Background: an optimization exercise with open tools, aiming at small area and a short achievable clock period. Do not read the settings as production practice. Only simulation tests tie the RTL to the original design; equivalence was not proved. Power figures rest on the tool's default switching activity, not on a simulated workload.

## flow/standard.sh

```bash
#!/bin/bash
# synth_recipe.tcl (not shown) runs the flow's synth.tcl, then flattens the netlist and writes it again
# the make line also repeats each setting of config.mk as NAME=value (left out here)
make -C /OpenROAD-flow-scripts/flow DESIGN_CONFIG=/design/flow/config.mk WORK_HOME=/design/flow/orfs CLKGATE_MAP_FILE= SYNTH_SCRIPT=/design/flow/synth_recipe.tcl "${@:-finish}"
```

## flow/constraint.sdc

```tcl
create_clock -name core_clock -period 28.0 [get_ports {clk}]
set_input_delay 5.6000 -clock core_clock [delete_from_list [all_inputs] [get_ports {clk}]]
set_output_delay 5.6000 -clock core_clock [all_outputs]
set_load 0.01 [all_outputs]
```

## flow/config.mk

```make
export PLATFORM = sky130hd
export DESIGN_NAME = GameModeEazy
export DESIGN_NICKNAME = GameModeEazy
export VERILOG_FILES = /design/flow/design.v
export SDC_FILE = /design/flow/constraint.sdc
export NUM_CORES = 4
export LEC_CHECK = 0
export CAP_MARGIN = 20
export CORE_MARGIN = 2
export CORE_UTILIZATION = 30
export GPL_ROUTABILITY_DRIVEN = 1
export SLEW_MARGIN = 20
```

## flow/flow/run.sh

```bash
#!/bin/bash
# The standard layout (standard.sh, unchanged synthesis), with two
# settings changed:
#  - the timing repair steps aim for a setup slack margin well above zero,
#    so the layout is optimised for speed rather than only for the loose
#    clock period;
#  - the port buffers that every input and output gets are buf_2 cells
#    rather than the resizer's default pick (a slow delay buffer).
# The full tool output goes to standard.log in this folder.
set -uo pipefail
bash standard.sh SETUP_SLACK_MARGIN=20 CORE_UTILIZATION=42 PLACE_DENSITY=0.75 "BUFFER_PORTS_ARGS=-buffer_cell sky130_fd_sc_hd__buf_2" finish > standard.log 2>&1
```

## flow/design.v

```verilog
`timescale 1ns / 1ps
module judge(
	input [63:0]num,
	output [15:0] judge
    );
assign judge[0] = (num[3:0]==4'b0000)?1'b0:1'b1;	
assign judge[1] = (num[7:4]==4'b0000)?1'b0:1'b1;
assign judge[2] = (num[11:8]==4'b0000)?1'b0:1'b1;
assign judge[3] = (num[15:12]==4'b0000)?1'b0:1'b1;
assign judge[4] = (num[19:16]==4'b0000)?1'b0:1'b1;
assign judge[5] = (num[23:20]==4'b0000)?1'b0:1'b1;
assign judge[6] = (num[27:24]==4'b0000)?1'b0:1'b1;
assign judge[7] = (num[31:28]==4'b0000)?1'b0:1'b1;
assign judge[8] = (num[35:32]==4'b0000)?1'b0:1'b1;
assign judge[9] = (num[39:36]==4'b0000)?1'b0:1'b1;
assign judge[10] = (num[43:40]==4'b0000)?1'b0:1'b1;
assign judge[11] = (num[47:44]==4'b0000)?1'b0:1'b1;
assign judge[12] = (num[51:48]==4'b0000)?1'b0:1'b1;
assign judge[13] = (num[55:52]==4'b0000)?1'b0:1'b1;
assign judge[14] = (num[59:56]==4'b0000)?1'b0:1'b1;
assign judge[15] = (num[63:60]==4'b0000)?1'b0:1'b1;
endmodule
module dctl(
	input  wire [3:0] n,      
	input  wire [2:0] q,      
	input  wire [2:0] f,      
	input  wire [3:0] b3,     
	input  wire [2:0] f7,     
	output wire [9:0] pp,     
	output wire [5:0] pi,     
	output wire [3:0] occ,    
	output wire       big,    
	output wire       chg     
);
	wire h0 = q[0];
	wire t1 = h0;
	wire h1 = q[1] & ~t1;
	wire t2 = n[1] ? h1 : t1;
	wire h2 = q[2] & ~t2;
	wire t3 = n[2] ? h2 : t2;
	wire s0 = n[0] & ~(h0 & f[0]);
	wire s1 = n[1] & ~t1 & ~(h1 & f[1]);
	wire s2 = n[2] & ~t2 & ~(h2 & f[2]);
	wire s3 = n[3] & ~t3;
	wire p00 = s0, p01 = ~s0 & s1, p02 = ~s0 & ~s1 & s2, p03 = ~s0 & ~s1 & ~s2 & s3;
	wire p11 = s0 & s1, p12 = ((s0 & ~s1) | (~s0 & s1)) & s2;
	wire p13 = ((s0 & ~s1 & ~s2) | (~s0 & s1 & ~s2) | (~s0 & ~s1 & s2)) & s3;
	wire p22 = s0 & s1 & s2, p23 = ((s0 & s1 & ~s2) | (s0 & ~s1 & s2) | (~s0 & s1 & s2)) & s3;
	wire p33 = s0 & s1 & s2 & s3;
	assign pp = {p33, p23, p22 & ~h2, p13, p12 & ~h2, p11 & ~h1, p03, p02 & ~h2, p01 & ~h1, p00 & ~h0};
	assign pi = {p22 & h2, p12 & h2, p11 & h1, p02 & h2, p01 & h1, p00 & h0};
	assign occ = {p33, p22 | p23, p11 | p12 | p13, s0 | s1 | s2 | s3};
	assign big = (s0 & (b3[0] | (h0 & f7[0]))) | (s1 & (b3[1] | (h1 & f7[1]))) |
	             (s2 & (b3[2] | (h2 & f7[2]))) | (s3 & b3[3]);
	wire gap = (~n[0] & (n[1] | n[2] | n[3])) | (~n[1] & (n[2] | n[3])) | (~n[2] & n[3]);
	assign chg = gap | h0 | h1 | h2;
endmodule
module spawn(
	input  wire [15:0] em,
	input  wire [3:0]  c,       
	input  wire        changed,
	output wire [15:0] sel
);
	wire f0 = ~(|em[4:0]);
	wire f1 = ~(|em[9:5]);
	wire f2 = ~(|em[14:10]);
	wire f3 = ~em[15];
	wire g0 = changed & (c[0] | (c[1] & f1 & f2 & f3) | (c[2] & f2 & f3) | (c[3] & f3));
	wire g1 = changed & (c[1] | (c[2] & f2 & f3 & f0) | (c[3] & f3 & f0) | (c[0] & f0));
	wire g2 = changed & (c[2] | (c[3] & f3 & f0 & f1) | (c[0] & f0 & f1) | (c[1] & f1));
	wire g3 = changed & (c[3] | (c[0] & f0 & f1 & f2) | (c[1] & f1 & f2) | (c[2] & f2));
	assign sel[0]  = g0 & em[0];
	assign sel[1]  = g0 & ~em[0] & em[1];
	assign sel[2]  = g0 & ~em[0] & ~em[1] & em[2];
	assign sel[3]  = g0 & ~em[0] & ~em[1] & ~em[2] & em[3];
	assign sel[4]  = g0 & ~em[0] & ~em[1] & ~em[2] & ~em[3] & em[4];
	assign sel[5]  = g1 & em[5];
	assign sel[6]  = g1 & ~em[5] & em[6];
	assign sel[7]  = g1 & ~em[5] & ~em[6] & em[7];
	assign sel[8]  = g1 & ~em[5] & ~em[6] & ~em[7] & em[8];
	assign sel[9]  = g1 & ~em[5] & ~em[6] & ~em[7] & ~em[8] & em[9];
	assign sel[10] = g2 & em[10];
	assign sel[11] = g2 & ~em[10] & em[11];
	assign sel[12] = g2 & ~em[10] & ~em[11] & em[12];
	assign sel[13] = g2 & ~em[10] & ~em[11] & ~em[12] & em[13];
	assign sel[14] = g2 & ~em[10] & ~em[11] & ~em[12] & ~em[13] & em[14];
	assign sel[15] = g3 & em[15];
endmodule
module GameModeEazy(
input wire clk,
input wire rst,
input wire load,
input wire [63:0] load_board,
input wire [3:0]btn,
input wire [3:0]mode,
output wire [63:0] num,
output wire [15:0] judge
    );
reg [63:0] num_reg;
wire [15:0] nz;      
reg [1:0] count;
assign num = num_reg;
judge m0(.num(num),.judge(judge));
assign nz = judge;
wire [1:0] cnt_n = count + 2'd1;
wire [3:0] c1h = {cnt_n == 2'd3, cnt_n == 2'd2, cnt_n == 2'd1, cnt_n == 2'd0};
wire m3 = (mode == 4'b0011);
wire go = ~rst & ~load & m3;
wire [3:0] sd;
assign sd[0] = go & btn[0];
assign sd[1] = go & ~btn[0] & btn[1];
assign sd[2] = go & ~btn[0] & ~btn[1] & btn[2];
assign sd[3] = go & ~btn[0] & ~btn[1] & ~btn[2] & btn[3];
wire sh = ~rst & ~load & ~(m3 & (|btn));
wire sl = ~rst & load;
wire [15:0] f15, f7, b3;
wire [63:0] inc;
genvar i, l, p, d, j, k;
generate
for (i = 0; i < 16; i = i + 1) begin : cl
	assign f15[i] = &num_reg[4*i +: 4];
	assign f7[i]  = num_reg[4*i +: 4] == 4'd7;
	assign b3[i]  = num_reg[4*i + 3];
	assign inc[4*i +: 4] = num_reg[4*i +: 4] + 4'd1;
end
endgenerate
wire [63:0] tv [0:3];
wire [15:0] oc [0:3];
wire [3:0]  ch [0:3];
wire [3:0]  bg [0:3];
generate
for (l = 0; l < 8; l = l + 1) begin : pl
	localparam integer B = (l < 4) ? l : 4*(l-4);
	localparam integer S = (l < 4) ? 4 : 1;
	localparam integer DF = (l < 4) ? 0 : 2;
	localparam integer LI = (l < 4) ? l : l - 4;
	wire [3:0] c0 = num_reg[4*(B)     +: 4];
	wire [3:0] c1 = num_reg[4*(B+S)   +: 4];
	wire [3:0] c2 = num_reg[4*(B+2*S) +: 4];
	wire [3:0] c3 = num_reg[4*(B+3*S) +: 4];
	wire [3:0] n = {nz[B+3*S], nz[B+2*S], nz[B+S], nz[B]};
	wire [3:0] fl = {f15[B+3*S], f15[B+2*S], f15[B+S], f15[B]};
	wire [3:0] f7l = {f7[B+3*S], f7[B+2*S], f7[B+S], f7[B]};
	wire [3:0] b3l = {b3[B+3*S], b3[B+2*S], b3[B+S], b3[B]};
	wire [3:0] x0 = c1 | (c2 & {4{~n[1]}}) | (c3 & {4{~n[1] & ~n[2]}});
	wire [3:0] x1 = c2 | (c3 & {4{~n[2]}});
	wire E0 = n[0] & (c0 == x0);
	wire E1 = n[1] & (c1 == x1);
	wire E2 = n[2] & (c2 == c3);
	wire [2:0] qf = {E2, E1, E0};
	wire [2:0] qb = {n[1] & E0, n[2] & (n[1] ? E1 : E0), n[2] ? E2 : (n[1] ? E1 : E0)};
	wire [9:0] fpp, bpp;
	wire [5:0] fpi, bpi;
	wire [3:0] fc, bc;
	wire fch, bch, fbig, bbig;
	dctl fw(.n(n), .q(qf), .f(fl[2:0]), .b3(b3l), .f7(f7l[2:0]),
	        .pp(fpp), .pi(fpi), .occ(fc), .big(fbig), .chg(fch));
	dctl bw(.n({n[0], n[1], n[2], n[3]}), .q(qb), .f({fl[1], fl[2], fl[3]}),
	        .b3({b3l[0], b3l[1], b3l[2], b3l[3]}), .f7({f7l[1], f7l[2], f7l[3]}),
	        .pp(bpp), .pi(bpi), .occ(bc), .big(bbig), .chg(bch));
	wire [9:0] gfp = fpp,   gbp = bpp;
	wire [5:0] gfi = fpi,   gbi = bpi;
	wire [3:0] fe0 = c0, fe1 = c1, fe2 = c2, fe3 = c3;
	wire [3:0] fi0 = inc[4*B +: 4], fi1 = inc[4*(B+S) +: 4], fi2 = inc[4*(B+2*S) +: 4];
	wire [3:0] bi0 = inc[4*(B+3*S) +: 4], bi1 = inc[4*(B+2*S) +: 4], bi2 = inc[4*(B+S) +: 4];
	assign tv[DF][4*B +: 4] =
		(c0 & {4{gfp[0]}}) | (c1 & {4{gfp[1]}}) | (c2 & {4{gfp[2]}}) | (c3 & {4{gfp[3]}}) |
		(fi0 & {4{gfi[0]}}) | (fi1 & {4{gfi[1]}}) | (fi2 & {4{gfi[2]}});
	assign tv[DF][4*(B+S) +: 4] =
		(c1 & {4{gfp[4]}}) | (c2 & {4{gfp[5]}}) | (c3 & {4{gfp[6]}}) |
		(fi1 & {4{gfi[3]}}) | (fi2 & {4{gfi[4]}});
	assign tv[DF][4*(B+2*S) +: 4] =
		(c2 & {4{gfp[7]}}) | (c3 & {4{gfp[8]}}) | (fi2 & {4{gfi[5]}});
	assign tv[DF][4*(B+3*S) +: 4] = c3 & {4{gfp[9]}};
	assign tv[DF+1][4*(B+3*S) +: 4] =
		(c3 & {4{gbp[0]}}) | (c2 & {4{gbp[1]}}) | (c1 & {4{gbp[2]}}) | (c0 & {4{gbp[3]}}) |
		(bi0 & {4{gbi[0]}}) | (bi1 & {4{gbi[1]}}) | (bi2 & {4{gbi[2]}});
	assign tv[DF+1][4*(B+2*S) +: 4] =
		(c2 & {4{gbp[4]}}) | (c1 & {4{gbp[5]}}) | (c0 & {4{gbp[6]}}) |
		(bi1 & {4{gbi[3]}}) | (bi2 & {4{gbi[4]}});
	assign tv[DF+1][4*(B+S) +: 4] =
		(c1 & {4{gbp[7]}}) | (c0 & {4{gbp[8]}}) | (bi2 & {4{gbi[5]}});
	assign tv[DF+1][4*B +: 4] = c0 & {4{gbp[9]}};
	for (p = 0; p < 4; p = p + 1) begin : pos
		assign oc[DF][B+p*S]   = fc[p];
		assign oc[DF+1][B+p*S] = bc[3-p];
	end
	wire mg = E0 | E1 | E2;
	assign ch[DF][LI]   = mg | (~n[0] & (n[1] | n[2] | n[3])) | (~n[1] & (n[2] | n[3])) | (~n[2] & n[3]);
	assign ch[DF+1][LI] = mg | (~n[3] & (n[2] | n[1] | n[0])) | (~n[2] & (n[1] | n[0])) | (~n[1] & n[0]);
	assign bg[DF][LI]   = fbig;
	assign bg[DF+1][LI] = fbig;
end
endgenerate
wire [15:0] sp_sel [0:3];
wire [3:0] bgd;
generate
for (d = 0; d < 4; d = d + 1) begin : dir
	spawn sp(.em(~oc[d]), .c(c1h), .changed(|ch[d]), .sel(sp_sel[d]));
	assign bgd[d] = |bg[d];
end
endgenerate
wire [15:0] sel = (sp_sel[0] & {16{sd[0]}}) | (sp_sel[1] & {16{sd[1]}}) | (sp_sel[2] & {16{sd[2]}}) | (sp_sel[3] & {16{sd[3]}});
wire big = |(bgd & sd);
wire [63:0] nxt;
wire [15:0] nzl;
generate
for (i = 0; i < 16; i = i + 1) begin : nx
	assign nxt[4*i +: 4] = (tv[0][4*i +: 4] & {4{sd[0]}}) | (tv[1][4*i +: 4] & {4{sd[1]}}) |
	                       (tv[2][4*i +: 4] & {4{sd[2]}}) | (tv[3][4*i +: 4] & {4{sd[3]}}) |
	                       (num_reg[4*i +: 4] & {4{sh}}) | (load_board[4*i +: 4] & {4{sl}}) |
	                       {2'b00, sel[i] & big, sel[i] & ~big} |
	                       {3'b000, rst & (i == 1 || i == 15)};
	assign nzl[i] = |load_board[4*i +: 4];
end
endgenerate
always @(posedge clk) begin
	num_reg <= nxt;
	if (rst) count <= 2'b00;
	else if (~load & m3) count <= cnt_n;
end
endmodule
```

==> summary.txt, run 1 <==
Floorplan
  – Initial Utilization: a little over two fifths
  – Die area: 0.0460 mm^2
  – Core area: 0.0439 mm^2
  – Die Ht: ~210 um
  – I/O pins: 155
  – Die width: 214 um
  – Site Rows: between 70 and 80

Placed design
  – Post-DP HPWL: 91100 um
  – RD Place Congestion: 1.10
  – Pre-CTS setup slack: 19.35 ns
  – Placed Cells: approximately 3500
  – Port Buffers: 154

Job
  – Max-cap violations: 0

Worst setup path
  – Critical path required time: between 20 and 25 ns
  – Worst setup SP type: flop
  – Critical path type: flop to primary output
  – Crit-path max FO: 12
  – Worst setup EP type: primary output
  – CP arrival: 2.43 ns

Yosys
  – #FFs+latches synth: 66
  – Asr flop ratio synth: 0%
  – Mux share of post-synthesis cell area: 2.39%
  – Main combinational cell family by area after synthesis: compound AO/OA/AOI/OAI gates
  – Yosys top cell area share: 7.10%
  – Synthesized instance count: 2833
  – XOR/XNOR Fraction of Synth Area: roughly 8.8%
  – Post-Synth Simple-Gate Area: 30.2%
  – Area fraction in compound gates after synthesis: 37.6%
  – Synth Warn #: 1
  – Dominant cells by area after synthesis: dfxtp_1 (7.1%), ha_1 (6.2%), nand2_1 (5.9%)
  – Mapped cell area: ~0.019 mm^2
  – Synth Flop Type: dfxtp_1
  – Post-Synth Adder-Cell Area: 6.19%
  – Commonest cells in the synthesized netlist: nand2_1 (294), nor2_1 (250), o21ai_0 (204)
  – Post-synth EDFFs: 0
  – Count leader, synth: nand2_1
  – Area leader, netlist: dfxtp_1
  – Avg Inst Size Synth: 6.57 um^2
  – Post-synth cell types: 107
  – Post-synthesis sequential area ratio: roughly 7.1%

Layout
  – Largest register FFs: 64
  – Post-route insts no fill: 3488
  – Layout area overhead: 10.7%
  – Final #Nets: between 3000 and 4000
  – Share of layout cells above drive strength 1: about 15%

STA
  – Final setup margin: 19.97 ns
  – Tcrit/Tclk final: 28.7%
  – Minimum clock period: 8.03 ns
  – Final setup TNS: 0 ns
  – Slew @ Worst Pin: 1.23 ns
  – RSZ-0062 raised after global routing: yes
  – Worst Clk Skew: 0.0182 ns
  – Slew HR: about 17%
  – Max Clk Rate: 0.124 GHz
  – Final hold slack: 0.551 ns
  – Count of final max-slew check failures: 0
  – # setup viols final: 0
  – Final hold vios: 0

Clock tree
  – H-tree levels: 3
  – CTS tree: done
  – Worst-skew pair later-pin latency: roughly 0.4 ns
  – Clock buffer depth: 2
  – Clk slew on worst S/H paths: 0.07 ns
  – CTS root buffer: clkbuf_16
  – CTS Sinks: 66
  – CTS Buf Count: 9

Route
  – Post-route DRC: 0
  – Final ANT Viol Nets: 0
  – Via count: 25800
  – Total wire length: about 120000 um
  – DRT Pass-1 Iters: 11
  – Average wire per cell in the routed design: 34.5 um
  – Post-DR vias/cell: 7.41
  – 1st-iter DRT viols: around 4700

Power
  – PD cells: 47.7 mW/mm^2
  – Overall Power: 0.981 mW
  – Pleak: 7.82 nW
  – Max VDD drop: 0.0282 mV

GRT
  – Remaining global-route overflow: 0
  – Initial antenna violation count: 6
  – Gr usage total: between 40% and 50%
  – Largest net degree at the start of global routing: 63
  – Number of global-route vias before repair: approximately 23000
  – First-pass GRT wire length: 168000 um

Worst hold path
  – HP Class: flop to flop

Run status
  – Status: timing/DRC/antenna clean
[final timing paths]
kind / endpoint / from / depth (start not counted) / slack, ns
worst max-delay path: judge[7] / num_reg[28] / 7 / 19.97
worst min-delay path: count[1] / count[1] / 2 / 0.55
worst max register to register: num_reg[12] / num_reg[16] / 18 / 21.29
worst min register to register: count[1] / count[1] / 2 / 0.55
[layout by cell type (no fill, tap or decap), drive strengths merged, types with 15 or more instances in the layout]
master  instances
a222oi         62
a221oi         62
o31ai          15
xnor2         125
xor2           62
dfxtp          66
a31oi          45
nor3b          20
nor4bb         20
ha             92
nor4           31
o211ai         35
and2           35
nand3         121
mux2i          31
or2            55
clkbuf         15
a22o           16
and3           35
or3            22
o221ai         34
o22ai          65
inv           121
a211oi         25
nand4          31
buf           277
nand2b         22
and3b          17
nand2         294
a32oi          17
nor2b          20
o21ai         215
a221o          18
nor2          251
a21oi         165
nor3           87
a22oi          51
[critical path, stage by stage (launching register included)]
cell      delay, ns
dfxtp_1        0.31
buf_4          0.25
clkinv_2       0.28
ha_1           0.32
nor3b_2        0.16
buf_4          0.20
inv_2          0.30
buf_2          0.20
[area by class of cell]
class	instances	area [um^2]
fill	4755	23300
multi-input combinational	2405	16000
timing repair buffer	278	1750
sequential	66	1330
tap	592	741
inverter	129	495
clock buffer	14	264
clock inverter	2	35.0
antenna	2	5.00
[routing by layer]
layer	vias up	part of all wire [%]	GRT usage (%)
li1	10900	-	-
met1	12200	37	62.4
met2	2240	41	73.3
met3	558	14	15.9
met4	12	8.0	31.9
met5	-	0.061	0
[per-stage QoR]
| stage | utilization (%) | area, um^2 |
|---|---|---|
| final | 46.9 | 20600 |
| after global routing | 46.8 | 20600 |
| after CTS | 46.6 | 20500 |
| after detailed placement | 45.7 | 20100 |
| after global placement | 45.7 | 20100 |
| after floorplan | - | 18600 |
[cell families after synthesis]
logic type | after synthesis
xor gates and xnor gates | 187
and+or+nand+nor | 1101
adders and majority gates | 92
buffers and inverters | 362
DFF | 66
muxes | 43
AOI/OAI and AO/OA | 982
[power breakdown]
part | switching, mW | internal, mW | leakage (nW)
sequential | 0.00790 | 0.100 | 0.546
clock | 0.0592 | 0.0740 | 0.147
combinational | 0.524 | 0.216 | 7.13
[what timing repair did]
item / in CTS / in global routing
hold buffers: 0 / 0
pin swaps: 1 / 2
setup endpoints to repair: 14 / 29
gates resized for setup: 13 / 12
buffers inserted: 2 / 4
==> inputs of run 2 (changes only) <==
--- a/flow/flow/run.sh
+++ b/flow/flow/run.sh
@@ -8,4 +8,4 @@
 #    rather than the resizer's default pick (a slow delay buffer).
 # The full tool output goes to standard.log in this folder.
 set -uo pipefail
-bash standard.sh SETUP_SLACK_MARGIN=20 CORE_UTILIZATION=42 PLACE_DENSITY=0.75 "BUFFER_PORTS_ARGS=-buffer_cell sky130_fd_sc_hd__buf_2" finish > standard.log 2>&1
+bash standard.sh SETUP_SLACK_MARGIN=20 CORE_UTILIZATION=42 GPL_ROUTABILITY_DRIVEN=0 "BUFFER_PORTS_ARGS=-buffer_cell sky130_fd_sc_hd__buf_2" finish > standard.log 2>&1
==> run 2 against run 1 <==
Net effect:
- largest power group unchanged
- clock skew shrank 0.0038 ns
- critical endpoint is now judge[1]
- flip-flop and latch count is the same
- utilization decreased by 0.28 points
- critical path type unchanged
- sequential share of layout area up 0.064 points
- still clean on timing, DRC and antenna
- routed wire length fell by 11%
- cell count down 0.46%
- synthesized area stayed put
- first-iteration DRC count rose by 16%
==> summary.txt, run 2 <==
Power
  – Cell Int Power: 0.380 mW (-2.4%)
  – Switching Share: 59.3% (-0.93 points)
  – Overall Power: 0.936 mW (-4.6%)
  – PD cells: 45.7 mW/mm^2 (-4.1%)
  – Comb power frac: 74.7% (-0.7 points)
  – Sw power: 0.555 mW (-6.1%)
  – Clk network pwr share: 13.5% (about the same)
  – Flop pwr share: 11.7% (+0.7 points)
  – Max VDD drop: 0.0307 mV (+8.8%)
  – Pleak: 7.73 nW (-1.2%)

STA
  – Minimum clock period: 8.06 ns (+0.0247 ns)
  – Max Clk Rate: 0.124 GHz (-0.31%)
  – Count of final max-slew check failures: 0 (unchanged)
  – Slew @ Worst Pin: 1.15 ns (-0.0797 ns)
  – # setup viols final: 0 (unchanged)
  – Final setup TNS: 0 ns (unchanged)
  – Tcrit/Tclk final: 28.8% (+0.088 points)
  – Worst Clk Skew: 0.0144 ns (-0.00380 ns)
  – RSZ-0062 raised after global routing: yes
  – Slew HR: 22.9% (+5.8 points)
  – Final hold vios: 0 (unchanged)
  – Final hold slack: 0.535 ns (-0.0155 ns)

Route
  – Final ANT Viol Nets: 0 (unchanged)
  – Average wire per cell in the routed design: 30.8 um (-11%)
  – Via count: 26000 (+0.58%)
  – Post-DR vias/cell: 7.49 (+1.0%)
  – Post-route DRC: 0 (unchanged)
  – 1st-iter DRT viols: 5421 (+16%)
  – Total wire length: 107000 um (-11%)
  – DRT Pass-1 Iters: 14 (+3)

Worst setup path
  – Worst setup EP type: primary output
  – Buf+Inv Stages, Crit Path: 3 (-2)
  – CP top delay family: buffers and inverters
  – Worst setup SP type: flop
  – Crit path launch: num_reg[5]
  – CP arrival: 2.46 ns (+0.03 ns)
  – Critical path required time: 22.40 ns (about the same)
  – CP max-delay cell: dfxtp_1
  – Worst-path cell chain: inv_1, ha_1, nor3b_2, clkinvlp_4, buf_2
  – Crit-path max FO: 13 (+1)
  – Crit-path max cell delay: 0.54 ns (+0.22 ns)
  – Crit Reg-Reg Startpoint: num_reg[20]
  – Critical path type: flop to primary output

Layout
  – Share of layout cells above drive strength 1: 15.0% (-0.061 points)
  – Largest register FFs: 64 (unchanged)
  – Layout area overhead: 10.0%
  – Commonest cells after routing, fill and taps aside: nand2_1 (293), nor2_1 (250), o21ai_0 (203)
  – Final #Nets: 3041 (-0.49%)
  – Most common cell after layout, fill and taps aside: nand2_1

Yosys
  – Avg Inst Size Synth: 6.57 um^2 (unchanged)
  – Mapped cell area: 0.0186 mm^2 (unchanged)
  – Post-synthesis sequential area ratio: 7.10% (unchanged)
  – Synth Flop Type: dfxtp_1
  – Yosys top cell area share: 7.10% (unchanged)
  – Mux share of post-synthesis cell area: 2.39% (unchanged)
  – Synth Warn #: 1 (unchanged)
  – Post-Synth Simple-Gate Area: 30.2% (unchanged)
  – Post-synth EDFFs: 0 (unchanged)
  – #FFs+latches synth: 66 (unchanged)
  – Commonest cells in the synthesized netlist: nand2_1 (294), nor2_1 (250), o21ai_0 (204)
  – Area leader, netlist: dfxtp_1
  – XOR/XNOR Fraction of Synth Area: 8.81% (unchanged)
  – Count leader, synth: nand2_1
  – Synthesized instance count: 2833 (unchanged)
  – Dominant cells by area after synthesis: dfxtp_1 (7.1%), ha_1 (6.2%), nand2_1 (5.9%)
  – Post-Synth Adder-Cell Area: 6.19% (unchanged)
  – Asr flop ratio synth: 0% (unchanged)
  – Area fraction in compound gates after synthesis: 37.6% (unchanged)
  – Post-synth cell types: 107 (unchanged)
  – Main combinational cell family by area after synthesis: compound AO/OA/AOI/OAI gates

Clock tree
  – Clock buffer depth: 2 (unchanged)
  – CTS Hold Bufs: 0 (unchanged)
  – H-tree levels: 3 (unchanged)
  – Clk slew on worst S/H paths: 0.07 ns (about the same)
  – Worst-skew pair later-pin latency: 0.40 ns (about the same)
  – CTS tree: done
  – CTS Buf Count: 9 (unchanged)
  – CTS Sinks: 66 (unchanged)
  – CTS root buffer: clkbuf_16

Placed design
  – Port Buffers: 154 (unchanged)
  – Post-DP HPWL: 78600 um (-14%)

Floorplan
  – I/O pins: 155 (unchanged)
  – Site Rows: 77 (unchanged)
  – Die width: 214 um (unchanged)
  – Initial Utilization: 42.3% (unchanged)
  – Die area: 0.0460 mm^2 (unchanged)
  – Core area: 0.0439 mm^2 (unchanged)
  – Die Ht: 214 um (unchanged)

GRT
  – Largest net degree at the start of global routing: 63 (unchanged)
  – Number of global-route vias before repair: 23600 (+2.1%)
  – Gr usage total: 43.9% (-5.9 points)
  – First-pass GRT wire length: 153000 um (-9.0%)
  – Initial antenna violation count: 0 (-6)
  – Remaining global-route overflow: 0 (unchanged)

Job
  – Max-cap violations: 0 (unchanged)

Worst hold path
  – HP Class: flop to flop
  – Hold path start: count[1]

Run status
  – Status: timing/DRC/antenna clean
-- run 2: tightest hold or removal path: stages, from the launching register on --
cell	delay (ns)
dfxtp_1	0.34
o21ai_0	0.08
a21oi_1	0.07
-- run 2: area by class of cell --
type                            count  area [um^2]
Tap cell                          592          741
Antenna cell                        1         2.50
Sequential cell                    66         1330
Clock buffer                       13          240
Timing Repair Buffer              262         1580
Multi-Input combinational cell   2405        16000
Timing Repair inverter              1         5.00
Fill cell                        4616        23500
Inverter                          129          513
Clock inverter                      3         40.0
-- run 2: through the flow --
step	area (um^2)	cells	util (%)	worst slack, ns
finish	20500	3472	46.6	19.94
global route	20500	3471	46.6	19.95
CTS	20300	3460	46.2	20.00
detailed placement	19900	3438	45.3	19.07
global placement	19900	3438	45.3	19.18
floorplan	18600	2833	-	20.15
-- run 2: power by group through the flow --
stage	clock network (mW)	logic (mW)	registers, mW
floorplan	0	0.437	0.111
detailed placement	0	0.640	0.111
global placement	0	0.632	0.111
global route	0.129	0.725	0.110
finish	0.127	0.699	0.110
CTS	0.126	0.645	0.109
-- run 2: path summary, 6_finish.rpt --
kind                                    end  slack (ns)  depth (start not counted)
worst max register to register  num_reg[48]       21.08                         21
worst min-delay path               count[1]        0.54                          2
worst min register to register     count[1]        0.54                          2
worst max-delay path               judge[1]       19.94                          5
-- run 2: per-layer routing --
metal,GRT usage (%),up-vias,wire [um]
li1,-,10800,-
met1,53.1,11800,37100
met2,62.4,2682,41400
met3,18.3,678,18400
met4,30.7,2,9860
met5,2.60,-,68
-- run 2: repair_timing --
| item | 4_1_cts | 5_1_grt |
|---|---|---|
| buffers inserted | 6 | 8 |
| pin swaps | 2 | 1 |
| gates cloned | 0 | 1 |
| setup endpoints to repair | 17 | 29 |
| resized for setup | 22 | 16 |
-- run 2: cell families after synthesis --
logic type | count (synthesis)
compound gates | 982
xor+xnor | 187
fa+ha+maj | 92
buf+inv | 362
flops | 66
mux | 43
simple gates | 1101
==> inputs of run 3 (changes only) <==
--- a/flow/flow/run.sh
+++ b/flow/flow/run.sh
@@ -8,4 +8,4 @@
 #    rather than the resizer's default pick (a slow delay buffer).
 # The full tool output goes to standard.log in this folder.
 set -uo pipefail
-bash standard.sh SETUP_SLACK_MARGIN=20 CORE_UTILIZATION=42 GPL_ROUTABILITY_DRIVEN=0 "BUFFER_PORTS_ARGS=-buffer_cell sky130_fd_sc_hd__buf_2" finish > standard.log 2>&1
+bash standard.sh SETUP_SLACK_MARGIN=20 "BUFFER_PORTS_ARGS=-buffer_cell sky130_fd_sc_hd__buf_2" finish > standard.log 2>&1
==> run 3 against run 2 <==
Net effect:
- still clean on timing, DRC and antenna
- power increased by 3.3%
- global-route usage is 8.0 points lower
- synthesized cell count unchanged
- worst hold slack improved by 0.016 ns
- first-iteration DRC count decreased by 16%
- die area up 39%
- synthesized area did not move
- via count decreased by 2.4%
- cell count is 6.3% higher
- sequential share of layout area is 0.18 points lower
- critical path type unchanged
- largest cell class unchanged
- largest power group unchanged
==> summary.txt, run 3 <==
Run status
  – Status: timing/DRC/antenna clean

Yosys
  – Yosys top cell area share: 7.10% (unchanged)
  – Area leader, netlist: dfxtp_1
  – Asr flop ratio synth: 0% (unchanged)
  – Mapped cell area: 0.0186 mm^2 (unchanged)
  – #FFs+latches synth: 66 (unchanged)
  – Synthesized instance count: 2833 (unchanged)
  – Commonest cells in the synthesized netlist: nand2_1 (294), nor2_1 (250), o21ai_0 (204)
  – Count leader, synth: nand2_1
  – Dominant cells by area after synthesis: dfxtp_1 (7.1%), ha_1 (6.2%), nand2_1 (5.9%)
  – Synth Warn #: 1 (unchanged)
  – Avg Inst Size Synth: 6.57 um^2 (unchanged)
  – Post-synth cell types: 107 (unchanged)
  – Post-synthesis sequential area ratio: 7.10% (unchanged)
  – Synth Flop Type: dfxtp_1
  – Post-synth EDFFs: 0 (unchanged)

Worst setup path
  – Crit-path max FO: 21 (+8)
  – CP max-delay cell: dfxtp_1
  – Crit Reg-Reg Startpoint: num_reg[32]
  – Worst setup EP type: primary output
  – Critical path type: flop to primary output
  – Reg2reg setup slack: 21.29 ns (+0.21 ns)
  – Worst setup SP type: flop
  – FF-to-FF path depth: 18 (-14%)
  – Critical path required time: 22.40 ns (about the same)
  – Worst-path cell chain: inv_1, ha_2, nor3b_2, buf_6, clkinv_2, buf_2
  – CP arrival: 2.40 ns (-0.06 ns)
  – Crit-path max cell delay: 0.52 ns (-0.02 ns)
  – RR Endpoint: num_reg[13]

Job
  – Max-cap violations: 0 (unchanged)

Layout
  – Commonest cells after routing, fill and taps aside: nand2_1 (294), nor2_1 (250), o21ai_0 (202)
  – Storage element area: 0.00132 mm^2 (-0.84%)
  – Share of layout cells above drive strength 1: 15.4% (+0.41 points)
  – Final core occ: 33.9% (-13 points)
  – Layout area overhead: 12.1%
  – Largest register FFs: 64 (unchanged)
  – Fill count: 6828 (+48%)
  – Final #Nets: 3061 (+0.66%)
  – Multi-input logic area: 0.0160 mm^2 (-0.20%)
  – Most common cell after layout, fill and taps aside: nand2_1

Worst hold path
  – HP Class: flop to flop
  – Hold endpoint: count[1]
  – Hold path start: count[1]
  – Worst Hold Depth: 2 (unchanged)

GRT
  – Initial antenna violation count: 5 (+5)
  – Remaining global-route overflow: 0 (unchanged)
  – First-pass GRT wire length: 167000 um (+9.2%)
  – Gr usage total: 35.9% (-8.0 points)
  – Largest net degree at the start of global routing: 41 (-35%)
  – Number of global-route vias before repair: 23100 (-2.4%)

STA
  – Tcrit/Tclk final: 28.6% (-0.19 points)
  – Final setup TNS: 0 ns (unchanged)
  – Slew HR: 13.9% (-9.1 points)
  – RSZ-0062 raised after global routing: no
  – Count of final max-slew check failures: 0 (unchanged)
  – # setup viols final: 0 (unchanged)
  – Minimum clock period: 8.00 ns (-0.0544 ns)
  – Final hold slack: 0.551 ns (+0.0157 ns)
  – Final hold vios: 0 (unchanged)
  – Worst Clk Skew: 0.0132 ns (-0.00118 ns)
  – Slew @ Worst Pin: 1.26 ns (+0.109 ns)
  – Max Clk Rate: 0.125 GHz (+0.68%)

Clock tree
  – Worst-skew pair later-pin latency: 0.40 ns (about the same)
  – CTS Buf Count: 9 (unchanged)
  – CTS root buffer: clkbuf_16
  – CTS Hold Bufs: 0 (unchanged)
  – H-tree levels: 3 (unchanged)
  – CTS tree: done
  – Clock buffer depth: 2 (unchanged)
  – Clk slew on worst S/H paths: 0.06 ns (about the same)
  – CTS Sinks: 66 (unchanged)

Floorplan
  – Die width: 253 um (+18%)
  – Core area: 0.0615 mm^2 (+40%)
  – Site Rows: 91 (+18%)
  – Die area: 0.0640 mm^2 (+39%)
  – Die Ht: 253 um (+18%)
  – Initial Utilization: 30.3% (-12 points)
  – I/O pins: 155 (unchanged)

Route
  – Via count: 25400 (-2.4%)
  – Final ANT Viol Nets: 0 (unchanged)
  – Total wire length: 119000 um (+11%)
  – Average wire per cell in the routed design: 32.2 um (+4.7%)
  – Post-route DRC: 0 (unchanged)
  – Post-DR vias/cell: 6.88 (-8.2%)
  – 1st-iter DRT viols: 4528 (-16%)
  – DRT Pass-1 Iters: 10 (-4)

Power
  – Pleak: 7.79 nW (+0.76%)
  – Max VDD drop: 0.0357 mV (+16%)
  – PD cells: 46.4 mW/mm^2 (+1.4%)
  – Overall Power: 0.967 mW (+3.3%)

Placed design
  – RD Place Congestion: about 1.1
  – Port Buffers: 154 (unchanged)
  – Post-DP HPWL: 91800 um (+17%)
[run 3: cell count changes in the layout (fill, tap and decap cells not counted), sizes merged]
cell      previous run  this run
clkbuf              13        14
buf                262       283
inv                118       116
clkinvlp             7         9
diode                1         3
clkinv               7         6
bufinv               1         0
[run 3: routing by layer]
layer	up-vias	track usage [%]	share of wire [%]
met4	2	22.7	7.6
met3	466	7.82	13
met1	11900	47.0	38
li1	10900	-	-
met5	-	0	0.0084
met2	2128	53.1	41
[run 3: timing repair]
| action | CTS | global route |
|---|---|---|
| setup endpoints to repair | 13 | 40 |
| buffers inserted | 4 | 9 |
| pin swaps | 1 | 1 |
| resized for setup | 12 | 22 |
[run 3: final cells by class]
type	instances	area share, %
clock inverters	2	0.0480
flip-flops and latches	66	6.34
multi-input cells	2405	76.6
well taps	790	4.74
clock buffers	14	1.31
inverters	129	2.51
diodes	3	0.0360
repair buffers	283	8.43
[run 3: logic make-up (layout without fill, tap and decap cells)]
group | Yosys count | after routing | synth area share (%)
compound gates | 982 | 982 | 37.6
xor+xnor | 187 | 187 | 8.81
fa+ha+maj | 92 | 92 | 6.19
buf+inv | 362 | 428 | 7.72
flops | 66 | 66 | 7.10
mux | 43 | 43 | 2.39
other cells | 0 | 3 | 0
simple gates | 1101 | 1101 | 30.2
[run 3: worst max-delay path: cells and delay by family (launching register included)]
family / cells / cell delay [ns]
adders and majority gates: 1 / 0.34
buffers and inverters: 4 / 0.91
and+or+nand+nor: 1 / 0.23
DFF: 1 / 0.52
[run 3: where the power goes]
group / switching (mW) / internal, mW / leakage [nW]
Clock: 0.0562 / 0.0670 / 0.143
Sequential: 0.00535 / 0.100 / 0.545
Combinational: 0.519 / 0.219 / 7.10
[run 3: per-stage QoR]
| stage | instance area, um^2 | setup slack (ns) | std cells |
|---|---|---|---|
| 6_report | 20900 | 20.00 | 3692 |
| 5_1_grt | 20900 | 20.01 | 3689 |
| 4_1_cts | 20700 | 19.84 | 3680 |
| 3_5_place_dp | 20300 | 19.31 | 3660 |
| 3_3_place_gp | 20300 | 19.35 | 3660 |
| 2_1_floorplan | 18600 | 20.15 | 2833 |
[run 3: how the worst max path moves through the flow]
stage / from / end / slack (ns) / cells past startpoint
after global placement: mode[3] / num_reg[49] / 19.35 / 12
after detailed placement: mode[3] / num_reg[49] / 19.31 / 12
after CTS: num_reg[40] / judge[10] / 19.84 / 7
final: num_reg[25] / judge[6] / 20.00 / 6
after global routing: num_reg[25] / judge[6] / 20.01 / 6
after floorplan: mode[3] / num_reg[48] / 20.15 / 10
==> inputs of run 4 (changes only) <==
==> flow/flow/run.sh (replaced) <==
#!/bin/bash
# The standard layout (standard.sh, unchanged synthesis), with two
# settings changed:
#  - the timing repair steps aim for a setup slack margin well above zero,
#    so the layout is optimised for speed rather than only for the loose
#    clock period;
#  - the port buffers that every input and output gets are buf_1 cells
#    rather than the resizer's default pick (a slow delay buffer).
# The full tool output goes to standard.log in this folder.
set -uo pipefail
bash standard.sh SETUP_SLACK_MARGIN=20 CORE_UTILIZATION=42 "BUFFER_PORTS_ARGS=-buffer_cell sky130_fd_sc_hd__buf_1" finish > standard.log 2>&1
==> run 4 against run 3 <==
Net effect:
- clock power rose by 7%
- worst hold slack improved by 0.017 ns
- die area fell by 28%
- maximum frequency fell by 0.19%
- combinational power fell by 0.7%
- register-to-register slack got worse by 0.06 ns
- critical endpoint is now judge[10]
- largest power group unchanged
==> summary.txt, run 4 <==
Run status
  – Status: timing/DRC/antenna clean

STA
  – RSZ-0062 raised after global routing: yes
  – Tcrit/Tclk final: 28.6% (+0.053 points)
  – Count of final max-slew check failures: 0 (unchanged)
  – Final hold vios: 0 (unchanged)
  – Slew HR: 21.2% (+7.3 points)
  – Worst Clk Skew: 0.0113 ns (-0.00195 ns)
  – # setup viols final: 0 (unchanged)
  – Final setup TNS: 0 ns (unchanged)
  – Slew @ Worst Pin: 1.18 ns (-0.0792 ns)
  – Minimum clock period: 8.02 ns (+0.0149 ns)
  – Final setup margin: 19.98 ns (-0.0149 ns)
  – Final hold slack: 0.568 ns (+0.0170 ns)
  – Max Clk Rate: 0.125 GHz (-0.19%)

GRT
  – Largest net degree at the start of global routing: 40 (-2.4%)
  – Number of global-route vias before repair: 24000 (+4.0%)
  – Remaining global-route overflow: 0 (unchanged)
  – Initial antenna violation count: 2 (-3)
  – Gr usage total: 50.0% (+14 points)
  – First-pass GRT wire length: 169000 um (+1.1%)

Route
  – Total wire length: 121000 um (+1.3%)
  – Via count: 25900 (+2.0%)
  – Average wire per cell in the routed design: 34.6 um (+7.4%)
  – Post-route DRC: 0 (unchanged)
  – DRT Pass-1 Iters: 8 (-2)
  – Uppermost layer routed: met5
  – Final ANT Viol Nets: 0 (unchanged)
  – 1st-iter DRT viols: 4658 (+2.9%)
  – Met1 wire length: 44800 um (-1.3%)
  – Metal3 WL: 17900 um (+17%)
  – Post-DR vias/cell: 7.44 (+8.2%)
  – Met2 WL: 48000 um (-2.7%)

Floorplan
  – Die width: 214 um (-15%)
  – I/O pins: 155 (unchanged)
  – Die Ht: 214 um (-15%)
  – Die area: 0.0460 mm^2 (-28%)
  – Initial Utilization: 42.3% (+12 points)
  – Site Rows: 77 (-15%)
  – Core area: 0.0439 mm^2 (-29%)

Yosys
  – Synth Warn #: 1 (unchanged)
  – Commonest cells in the synthesized netlist: nand2_1 (294), nor2_1 (250), o21ai_0 (204)
  – Post-synth cell types: 107 (unchanged)
  – Synth Flop Type: dfxtp_1
  – Yosys top cell area share: 7.10% (unchanged)
  – Synthesized instance count: 2833 (unchanged)
  – Count leader, synth: nand2_1
  – Post-synth EDFFs: 0 (unchanged)
  – Post-synthesis sequential area ratio: 7.10% (unchanged)
  – Mapped cell area: 0.0186 mm^2 (unchanged)
  – Asr flop ratio synth: 0% (unchanged)
  – #FFs+latches synth: 66 (unchanged)
  – Dominant cells by area after synthesis: dfxtp_1 (7.1%), ha_1 (6.2%), nand2_1 (5.9%)
  – Avg Inst Size Synth: 6.57 um^2 (unchanged)
  – Area leader, netlist: dfxtp_1

Clock tree
  – H-tree levels: 3 (unchanged)
  – CTS Sinks: 66 (unchanged)
  – CTS root buffer: clkbuf_16
  – Clk slew on worst S/H paths: 0.07 ns (about the same)
  – Clock buffer depth: 2 (unchanged)
  – CTS Buf Count: 9 (unchanged)
  – Worst-skew pair later-pin latency: 0.41 ns (about the same)
  – CTS tree: done

Layout
  – Final core occ: 46.3% (+12 points)
  – Fill count: 4757 (-30%)
  – Share of layout cells above drive strength 1: 9.97% (-5.4 points)
  – Multi-input logic area: 0.0160 mm^2 (+0.11%)
  – Layout area overhead: 9.44%
  – Storage element area: 0.00133 mm^2 (+0.66%)
  – Final #Nets: 3050 (-0.36%)
  – Post-route insts no fill: 3481 (-5.7%)
  – Largest register FFs: 64 (unchanged)
  – Commonest cells after routing, fill and taps aside: nand2_1 (293), nor2_1 (250), o21ai_0 (203)
  – Most common cell after layout, fill and taps aside: nand2_1

Power
  – PD cells: 47.8 mW/mm^2 (+3.2%)
  – Pleak: 7.30 nW (-6.3%)
  – Max VDD drop: 0.0263 mV (-26%)

Worst setup path
  – Worst setup EP type: primary output
  – FF-to-FF path depth: 20 (+2)
  – Crit-path max FO: 22 (+4.8%)
  – CP arrival: 2.42 ns (+0.02 ns)
  – Critical path required time: 22.40 ns (about the same)
  – Critical path type: flop to primary output
  – Worst setup SP type: flop

Placed design
  – Pre-CTS setup slack: 19.46 ns (+0.146 ns)
  – Placed Cells: 3459 (-5.5%)
  – Port Buffers: 154 (unchanged)
  – RD Place Congestion: 1.10 (+3.8%)
  – Post-DP HPWL: 92200 um (+0.43%)

Worst hold path
  – HP Class: flop to flop
  – Worst Hold Depth: 2 (unchanged)

Job
  – Max-cap violations: 0 (unchanged)
-- run 4: worst paths after layout --
path | from | endpoint | slack [ns]
min | count[1] | count[1] | 0.57
min reg2reg | count[1] | count[1] | 0.57
max reg2reg | num_reg[52] | num_reg[61] | 21.23
max | num_reg[41] | judge[10] | 19.98
-- run 4: repair_timing --
item	4_1_cts	5_1_grt
endpoints found under the setup margin	16	19
gates resized for setup	17	21
buffers inserted	1	4
hold buffers	0	0
pin swaps	0	1
-- run 4: kinds of logic after synthesis --
group / count (synthesis) / share of synthesized area (%)
AND/OR/NAND/NOR: 1101 / 30.2
AO/OA/AOI/OAI: 982 / 37.6
buffers and inverters: 362 / 7.72
XOR/XNOR: 187 / 8.81
adder cells (fa/ha/maj): 92 / 6.19
flip-flops: 66 / 7.10
multiplexers: 43 / 2.39
-- run 4: final cells by class --
class	count	share of cell area (%)
Multi-Input combinational cell	2405	78.6
Inverter	129	2.52
Sequential cell	66	6.54
Antenna cell	1	0.0123
Timing Repair Buffer	272	7.25
Clock buffer	15	1.46
Tap cell	592	3.64
Clock inverter	1	0.0246
-- run 4: metrics by stage --
step | cell area, um^2 | power [mW]
floorplan | 18600 | 0.548
global placement | 19900 | 0.787
detailed placement | 19900 | 0.790
CTS | 20200 | 0.921
global route | 20400 | 1.00
finish | 20400 | 0.973
-- run 4: report_power, final --
part	switching, mW	internal, mW
logic	0.521	0.212
registers	0.00836	0.100
clock network	0.0595	0.0720
total	0.589	0.384
-- run 4: worst max-delay path: stages (launching register included) --
cell and delay (ns):
dfxtp_2 0.44, inv_2 0.18, ha_2 0.36, nor3b_2 0.21, buf_4 0.32, clkinvlp_4 0.28
buf_1 0.21
-- run 4: layer usage --
layer / vias up / global-route usage, %
li1: 10900 / -
met1: 12200 / 62.5
met2: 2339 / 71.6
met3: 489 / 17.4
met4: 2 / 34.3
met5: - / 0
==> inputs of run 5 (changes only) <==
==> flow/flow/run.sh (replaced) <==
#!/bin/bash
# The standard layout (standard.sh: the standard synthesis and ORFS
# flow, unchanged), with these flow settings changed:
#  - SETUP_SLACK_MARGIN=20: the timing repair steps aim for a setup slack
#    margin well above zero, so the layout is optimised for speed rather
#    than only for the (loose) clock period; the SDC is the design's own;
#  - CORE_UTILIZATION=42: a smaller core, for shorter wires;
#  - every input and output port still gets a buffer, but a buf_1 cell
#    rather than the resizer's default pick (a slow delay buffer); the
#    timing repair may upsize it.
# The full tool output goes to standard.log in this folder.
set -uo pipefail
bash standard.sh SETUP_SLACK_MARGIN=20 CORE_UTILIZATION=42 REMOVE_ABC_BUFFERS=1 \
  "BUFFER_PORTS_ARGS=-buffer_cell sky130_fd_sc_hd__buf_1" finish > standard.log 2>&1
==> run 5 against run 4 <==
Net effect:
- flip-flop and latch count unchanged
- synthesized area unchanged
- setup slack improved by 0.0033 ns
- via count increased by 1.2%
==> summary.txt, run 5 <==
Run status
  – Status: timing/DRC/antenna clean

Route
  – Average wire per cell in the routed design: 34.7 um (+0.28%)
  – DRT Pass-1 Iters: 9 (+1)
  – Final ANT Viol Nets: 0 (unchanged)
  – Via count: 26200 (+1.2%)
  – Post-route DRC: 0 (unchanged)
  – Post-DR vias/cell: 7.53 (+1.2%)
  – Total wire length: 121000 um (+0.25%)
  – 1st-iter DRT viols: 4800 (+3.0%)

STA
  – RSZ-0062 raised after global routing: no
  – # setup viols final: 0 (unchanged)
  – Slew @ Worst Pin: 1.18 ns (-0.00236 ns)
  – Final setup TNS: 0 ns (unchanged)
  – Final setup margin: 19.98 ns (+0.00330 ns)
  – Final hold vios: 0 (unchanged)
  – Worst Clk Skew: 0.0148 ns (+0.00355 ns)
  – Max Clk Rate: 0.125 GHz (about the same)
  – Count of final max-slew check failures: 0 (unchanged)
  – Slew HR: 21.3% (+0.067 points)
  – Tcrit/Tclk final: 28.6% (about the same)
  – Final hold slack: 0.533 ns (-0.0353 ns)
  – Minimum clock period: 8.02 ns (-0.00330 ns)

Yosys
  – Post-synth cell types: 107 (unchanged)
  – Post-synth EDFFs: 0 (unchanged)
  – Post-synthesis sequential area ratio: 7.10% (unchanged)
  – Synth Warn #: 1 (unchanged)
  – Asr flop ratio synth: 0% (unchanged)
  – Area leader, netlist: dfxtp_1
  – Synthesized instance count: 2833 (unchanged)
  – Commonest cells in the synthesized netlist: nand2_1 (294), nor2_1 (250), o21ai_0 (204)
  – Yosys top cell area share: 7.10% (unchanged)
  – Avg Inst Size Synth: 6.57 um^2 (unchanged)
  – Dominant cells by area after synthesis: dfxtp_1 (7.1%), ha_1 (6.2%), nand2_1 (5.9%)
  – Count leader, synth: nand2_1
  – #FFs+latches synth: 66 (unchanged)
  – Synth Flop Type: dfxtp_1
  – Mapped cell area: 0.0186 mm^2 (unchanged)

Layout
  – Final #Nets: 3049 (-0.033%)
  – Multi-input logic area: 0.0160 mm^2 (about the same)
  – Most common cell after layout, fill and taps aside: nand2_1
  – Storage element area: 0.00132 mm^2 (-0.66%)
  – Post-route insts no fill: 3480 (-0.029%)
  – Final core occ: 46.3% (-0.077 points)
  – Share of layout cells above drive strength 1: 9.60% (-0.37 points)
  – Layout area overhead: 9.26%
  – Post-route design area: 0.0203 mm^2 (-0.17%)
  – Largest register FFs: 64 (unchanged)
  – Commonest cells after routing, fill and taps aside: nand2_1 (293), nor2_1 (250), o21ai_0 (203)
  – Fill count: 4727 (-0.63%)

Worst setup path
  – Worst-path cell chain: buf_4, inv_1, ha_1, and2_1, buf_4, inv_1, buf_1
  – CP arrival: 2.42 ns (about the same)
  – Crit-path max FO: 16 (-27%)
  – Reg2reg setup slack: 21.00 ns (-0.23 ns)
  – FF-to-FF path depth: 19 (-5.0%)
  – Buf+Inv Stages, Crit Path: 5 (+1)
  – RR Endpoint: num_reg[49]
  – Crit-path max cell delay: 0.41 ns (-0.03 ns)
  – Critical path type: flop to primary output
  – Crit Reg-Reg Startpoint: num_reg[20]
  – CP max-delay cell: inv_1
  – CP top delay family: buffers and inverters
  – Critical path required time: 22.40 ns (about the same)
  – Worst setup EP type: primary output
  – Worst setup SP type: flop

Power
  – Pleak: 7.27 nW (-0.37%)
  – Max VDD drop: 0.0307 mV (+17%)
  – Comb power frac: 75.6% (+0.3 points)
  – Cell Int Power: 0.387 mW (+0.86%)
  – Flop pwr share: 10.7% (-0.5 points)
  – Sw power: 0.592 mW (+0.41%)
  – PD cells: 48.2 mW/mm^2 (+0.75%)
  – Switching Share: 60.4% (-0.11 points)
  – Clk network pwr share: 13.7% (+0.2 points)
  – Overall Power: 0.979 mW (+0.59%)

Clock tree
  – CTS Buf Count: 9 (unchanged)
  – H-tree levels: 3 (unchanged)
  – Worst-skew pair later-pin latency: 0.41 ns (about the same)
  – CTS root buffer: clkbuf_16
  – CTS tree: done
  – Clk slew on worst S/H paths: 0.06 ns (about the same)
  – CTS Sinks: 66 (unchanged)
  – Clock buffer depth: 2 (unchanged)

Floorplan
  – Die area: 0.0460 mm^2 (unchanged)
  – Site Rows: 77 (unchanged)
  – Core area: 0.0439 mm^2 (unchanged)
  – I/O pins: 155 (unchanged)
  – Initial Utilization: 42.3% (unchanged)
  – Die width: 214 um (unchanged)
  – Die Ht: 214 um (unchanged)

Placed design
  – Pre-CTS setup slack: 19.18 ns (-0.283 ns)
  – Port Buffers: 154 (unchanged)
  – Placed Cells: 3460 (+0.029%)
  – RD Place Congestion: 1.09 (-0.66%)
  – Post-DP HPWL: 92600 um (+0.44%)
  – Placement Cell Area: 0.0199 mm^2 (about the same)

Worst hold path
  – Hold path start: count[1]
  – Worst Hold Depth: 2 (unchanged)
  – Hold endpoint: count[1]
  – HP Class: flop to flop

GRT
  – Largest net degree at the start of global routing: 63 (+57%)
  – Initial antenna violation count: 4 (+2)
  – Number of global-route vias before repair: 23900 (-0.43%)
  – Gr usage total: 50.1% (+0.090 points)
  – Remaining global-route overflow: 0 (unchanged)
  – First-pass GRT wire length: 169000 um (+0.29%)

Job
  – Max-cap violations: 0 (unchanged)
[run 5: cell counts after synthesis]
No cell type changed its count.
[run 5: worst max-delay path by stage]
stage	start	endpoint	cells after the start
final	num_reg[60]	judge[15]	7
after global placement	mode[3]	num_reg[12]	10
after CTS	num_reg[24]	judge[6]	7
after floorplan	mode[3]	num_reg[48]	10
after detailed placement	mode[3]	num_reg[13]	10
after global routing	num_reg[60]	judge[15]	7
[run 5: cell families after synthesis]
kind of cell             count (synthesis)  synth area share (%)
adder cells (fa/ha/maj)                 92                  6.19
AO/OA/AOI/OAI                          982                  37.6
AND/OR/NAND/NOR                       1101                  30.2
XOR/XNOR                               187                  8.81
multiplexers                            43                  2.39
buffers and inverters                  362                  7.72
flip-flops                              66                  7.10
[run 5: routing by layer]
metal / part of all wire, % / GRT usage (%) / up-vias / wire [um]
met5: 0.011 / 0 / - / 13
met4: 7.5 / 31.1 / 2 / 9070
met3: 15 / 21.7 / 565 / 18700
met2: 40 / 72.4 / 2443 / 48700
met1: 37 / 60.7 / 12300 / 44300
li1: - / - / 10900 / -
[run 5: final cells by class]
class	instances	share of cell area (%)
inverters	129	2.49
clock inverters	2	0.172
well taps	592	3.64
diodes	2	0.0246
multi-input cells	2405	78.6
flip-flops and latches	66	6.51
clock buffers	13	1.33
repair buffers	271	7.20
[run 5: power groups by stage]
| stage | logic (mW) | clock network [mW] | registers (mW) |
|---|---|---|---|
| after detailed placement | 0.684 | 0 | 0.107 |
| after global placement | 0.683 | 0 | 0.107 |
| after CTS | 0.689 | 0.132 | 0.105 |
| final | 0.740 | 0.134 | 0.105 |
| after global routing | 0.765 | 0.136 | 0.106 |
| after floorplan | 0.404 | 0 | 0.127 |
[run 5: what timing repair did]
| action | in CTS | in global routing |
|---|---|---|
| gates resized for setup | 14 | 13 |
| hold buffers | 0 | 0 |
| endpoints found under the hold margin | 0 | 0 |
| setup buffers | 2 | 1 |
| endpoints found under the setup margin | 38 | 16 |
| pin swaps | 0 | 1 |
[run 5: tightest hold or removal path: cells and delay by family, from the launching register on]
family             cells  cell delay, ns
DFF                    1            0.34
AOI/OAI and AO/OA      2            0.14
==> inputs of run 6 (changes only) <==
--- a/flow/flow/run.sh
+++ b/flow/flow/run.sh
@@ -10,5 +10,5 @@
 #    timing repair may upsize it.
 # The full tool output goes to standard.log in this folder.
 set -uo pipefail
-bash standard.sh SETUP_SLACK_MARGIN=20 CORE_UTILIZATION=42 REMOVE_ABC_BUFFERS=1 \
+bash standard.sh SETUP_SLACK_MARGIN=0 CORE_UTILIZATION=42 \
   "BUFFER_PORTS_ARGS=-buffer_cell sky130_fd_sc_hd__buf_1" finish > standard.log 2>&1
==> run 6 against run 5 <==
Net effect:
- register-to-register slack worse by 0.19 ns
- count of clock-buffer cells in the layout is the same
- synthesized cell count unchanged
- setup slack worse by 0.54 ns
- cell area shrank 0.66%
- largest cell class unchanged
- highest routed layer unchanged
==> summary.txt, run 6 <==
Yosys
  – Commonest cells in the synthesized netlist: nand2_1 (294), nor2_1 (250), o21ai_0 (204)
  – Post-synth cell types: 107 (unchanged)
  – Synthesized instance count: 2833 (unchanged)
  – Synth Flop Type: dfxtp_1
  – Post-synth EDFFs: 0 (unchanged)
  – Area leader, netlist: dfxtp_1
  – Mapped cell area: 0.0186 mm^2 (unchanged)
  – #FFs+latches synth: 66 (unchanged)
  – Asr flop ratio synth: 0% (unchanged)
  – Avg Inst Size Synth: 6.57 um^2 (unchanged)
  – Dominant cells by area after synthesis: dfxtp_1 (7.1%), ha_1 (6.2%), nand2_1 (5.9%)
  – Synth Warn #: 1 (unchanged)
  – Post-synthesis sequential area ratio: 7.10% (unchanged)
  – Yosys top cell area share: 7.10% (unchanged)
  – Count leader, synth: nand2_1

Layout
  – Share of layout cells above drive strength 1: 8.82% (-0.78 points)
  – Layout area overhead: 8.54%
  – Final core occ: 46.0% (-0.30 points)
  – Commonest cells after routing, fill and taps aside: nand2_1 (294), nor2_1 (250), o21ai_0 (203)
  – Post-route insts no fill: 3476 (-0.11%)
  – Post-route design area: 0.0202 mm^2 (-0.66%)
  – Final #Nets: 3043 (-0.20%)
  – Largest register FFs: 64 (unchanged)
  – Most common cell after layout, fill and taps aside: nand2_1

Worst setup path
  – Reg2reg setup slack: 20.81 ns (-0.19 ns)
  – Worst setup EP type: flop
  – Critical path type: input port to flop
  – Worst-path cell chain: buf_1, nor2_1, nand3_1, nor3_1, nand3_2, buf_4, a31oi_1, o221ai_1, or4b_2, o31a_1, and3_1, o221ai_1
  – Buf+Inv Stages, Crit Path: 2 (-3)
  – Cell mode on critical path: o221ai_1
  – Crit Reg-Reg Startpoint: num_reg[16]
  – Crit-path max FO: 26 (+10)
  – Worst setup SP type: input port
  – CP arrival: 8.85 ns (+6.43 ns)
  – Crit-path max cell delay: 0.69 ns (+0.28 ns)
  – Crit path launch: mode[3]
  – Critical path required time: 28.29 ns (+5.89 ns)
  – CP top delay family: simple AND/OR/NAND/NOR gates
  – CP max-delay cell: or4b_2

STA
  – RSZ-0062 raised after global routing: no
  – Slew @ Worst Pin: 1.14 ns (-0.0356 ns)
  – Final hold vios: 0 (unchanged)
  – # setup viols final: 0 (unchanged)
  – Tcrit/Tclk final: 30.5% (+1.9 points)
  – Slew HR: 23.0% (+1.8 points)
  – Count of final max-slew check failures: 0 (unchanged)
  – Max Clk Rate: 0.117 GHz (-6.3%)
  – Final setup TNS: 0 ns (unchanged)
  – Worst Clk Skew: 0.0147 ns (-0.0000823 ns)
  – Minimum clock period: 8.55 ns (+0.536 ns)

Route
  – Post-route DRC: 0 (unchanged)
  – 1st-iter DRT viols: 4496 (-6.3%)
  – Final ANT Viol Nets: 0 (unchanged)
  – Via count: 26100 (-0.39%)
  – Total wire length: 121000 um (about the same)
  – Average wire per cell in the routed design: 34.7 um (about the same)
  – Post-DR vias/cell: 7.51 (-0.27%)
  – DRT Pass-1 Iters: 10 (+1)

Floorplan
  – Die width: 214 um (unchanged)
  – Site Rows: 77 (unchanged)
  – Core area: 0.0439 mm^2 (unchanged)
  – Die Ht: 214 um (unchanged)
  – Initial Utilization: 42.3% (unchanged)
  – Die area: 0.0460 mm^2 (unchanged)
  – I/O pins: 155 (unchanged)

Clock tree
  – CTS Sinks: 66 (unchanged)
  – CTS Buf Count: 9 (unchanged)
  – Clk slew on worst S/H paths: 0.06 ns (about the same)
  – CTS root buffer: clkbuf_16
  – Worst-skew pair later-pin latency: 0.39 ns (-0.02 ns)
  – CTS-repair resized insts: 0 (-14)
  – CTS tree: done
  – CTS Hold Bufs: 0 (unchanged)
  – Post-CTS setup buffers: 0 (-2)
  – Clock buffer depth: 2 (unchanged)
  – H-tree levels: 3 (unchanged)

GRT
  – Remaining global-route overflow: 0 (unchanged)
  – First-pass GRT wire length: 170000 um (+0.28%)
  – Busiest grt layer: met2
  – GRT met1 Usage: 62.7% (+2.0 points)
  – M3 GR Usage: 16.7% (-5.1 points)
  – Number of global-route vias before repair: 23800 (-0.39%)
  – Initial antenna violation count: 3 (-1)
  – Gr usage total: 50.3% (+0.20 points)
  – Met2 usage: 73.4% (+1.0 points)
  – Largest net degree at the start of global routing: 63 (unchanged)

Power
  – Overall Power: 0.967 mW (-1.2%)
  – Pleak: 7.24 nW (-0.51%)
  – Max VDD drop: 0.0249 mV (-19%)
  – PD cells: 47.9 mW/mm^2 (-0.57%)

Run status
  – Status: timing/DRC/antenna clean

Placed design
  – Port Buffers: 154 (unchanged)
  – Placed Cells: 3457 (-0.087%)
  – Placement Cell Area: 0.0199 mm^2 (about the same)
  – RD Place Congestion: 1.10 (+0.87%)
  – Post-DP HPWL: 92700 um (+0.13%)

Worst hold path
  – HP Class: flop to flop
  – Hold path start: count[1]

Job
  – Max-cap violations: 0 (unchanged)
[run 6: cell counts after synthesis]
Identical to the previous run, type by type.
[run 6: power breakdown]
part	switching (mW)	leakage, nW	internal [mW]
clock network	0.0549	0.152	0.0757
registers	0.00634	0.545	0.100
logic	0.521	6.54	0.209
[run 6: worst reg2reg max path, stage by stage (launching register included)]
cell and delay [ns]:
dfxtp_1 0.86, inv_1 0.25, ha_1 0.35, nor2b_1 0.18
o221a_2 0.28, o211ai_1 0.60, or4_1 0.58, o211ai_1 0.26
inv_1 0.13, ha_1 0.43, nand2_1 0.10, a211oi_1 0.76
nand4_1 0.46, o41ai_1 0.71, nand3_1 0.24, or4b_1 0.58
o311ai_1 0.15, a211o_1 0.20
[run 6: per-stage QoR]
stage,hold WS (ns),setup slack [ns]
2_1_floorplan,0.481,19.97
3_3_place_gp,0.533,19.29
3_5_place_dp,0.541,19.16
4_1_cts,0.550,19.57
5_1_grt,0.575,19.13
6_report,0.549,19.45
[run 6: logic make-up after synthesis]
group	synth area share [%]
AOI/OAI and AO/OA	37.6
xor gates and xnor gates	8.81
adders and majority gates	6.19
buffers and inverters	7.72
DFF	7.10
muxes	2.39
and+or+nand+nor	30.2
[run 6: final timing paths]
path / end / depth (start not counted)
worst min-delay path: count[1] / 2
worst min register to register: count[1] / 2
worst max-delay path: num_reg[48] / 12
worst max register to register: num_reg[12] / 17
[run 6: layout make-up]
cell class	count	area [um^2]
clock inverters	2	35.0
diodes	4	10.0
fillers	4719	23700
clock buffers	13	270
flip-flops and latches	66	1320
well taps	592	741
repair buffers	265	1410
multi-input cells	2405	15900
inverters	129	484
[run 6: metal layers]
layer | share of wire (%) | up-vias | wire (um)
met4 | 8.3 | 2 | 9980
met1 | 37 | 12300 | 44600
met3 | 15 | 550 | 17700
met5 | 0.014 | - | 17
met2 | 40 | 2366 | 48400
li1 | - | 10900 | -

static timing again, ports no longer ideal:
The results above use ideal ports. As a check the final layouts listed here were re-extracted and re-timed, cells and wires unchanged.
Step 1 (the two cells are an assumption about what drives the block):
set clk [get_ports {clk}]
set_driving_cell -lib_cell sky130_fd_sc_hd__clkbuf_16 $clk
set_driving_cell -lib_cell sky130_fd_sc_hd__buf_2 [delete_from_list [all_inputs] $clk]
Step 2 moves the port delays by t, midway between the first and last clock arrival at a register: inputs arrive t later, outputs are due t later. That takes back most of the time a late clock gives input paths.
Slacks: ideal ports / drivers / drivers and shift; pairs: ideal ports / drivers.
run	t, ns	slack for setup (ns)	pins driven straight from the clock port
run 1	0.452	19.966 / 19.906 / 19.677	1
run 2	0.451	19.941 / 19.887 / 19.601	1
run 3	0.457	19.995 / 19.930 / 19.711	1
run 4	0.464	19.980 / 19.923 / 19.575	1
run 5	0.455	19.984 / 19.928 / 19.696	1
run 6	0.445	19.448 / 19.424 / 19.039	1
After both steps every run listed still meets setup and hold. For run 6, which loses most, drivers alone change the setup slack by -0.024 ns; drivers and shift together by -0.409 ns.
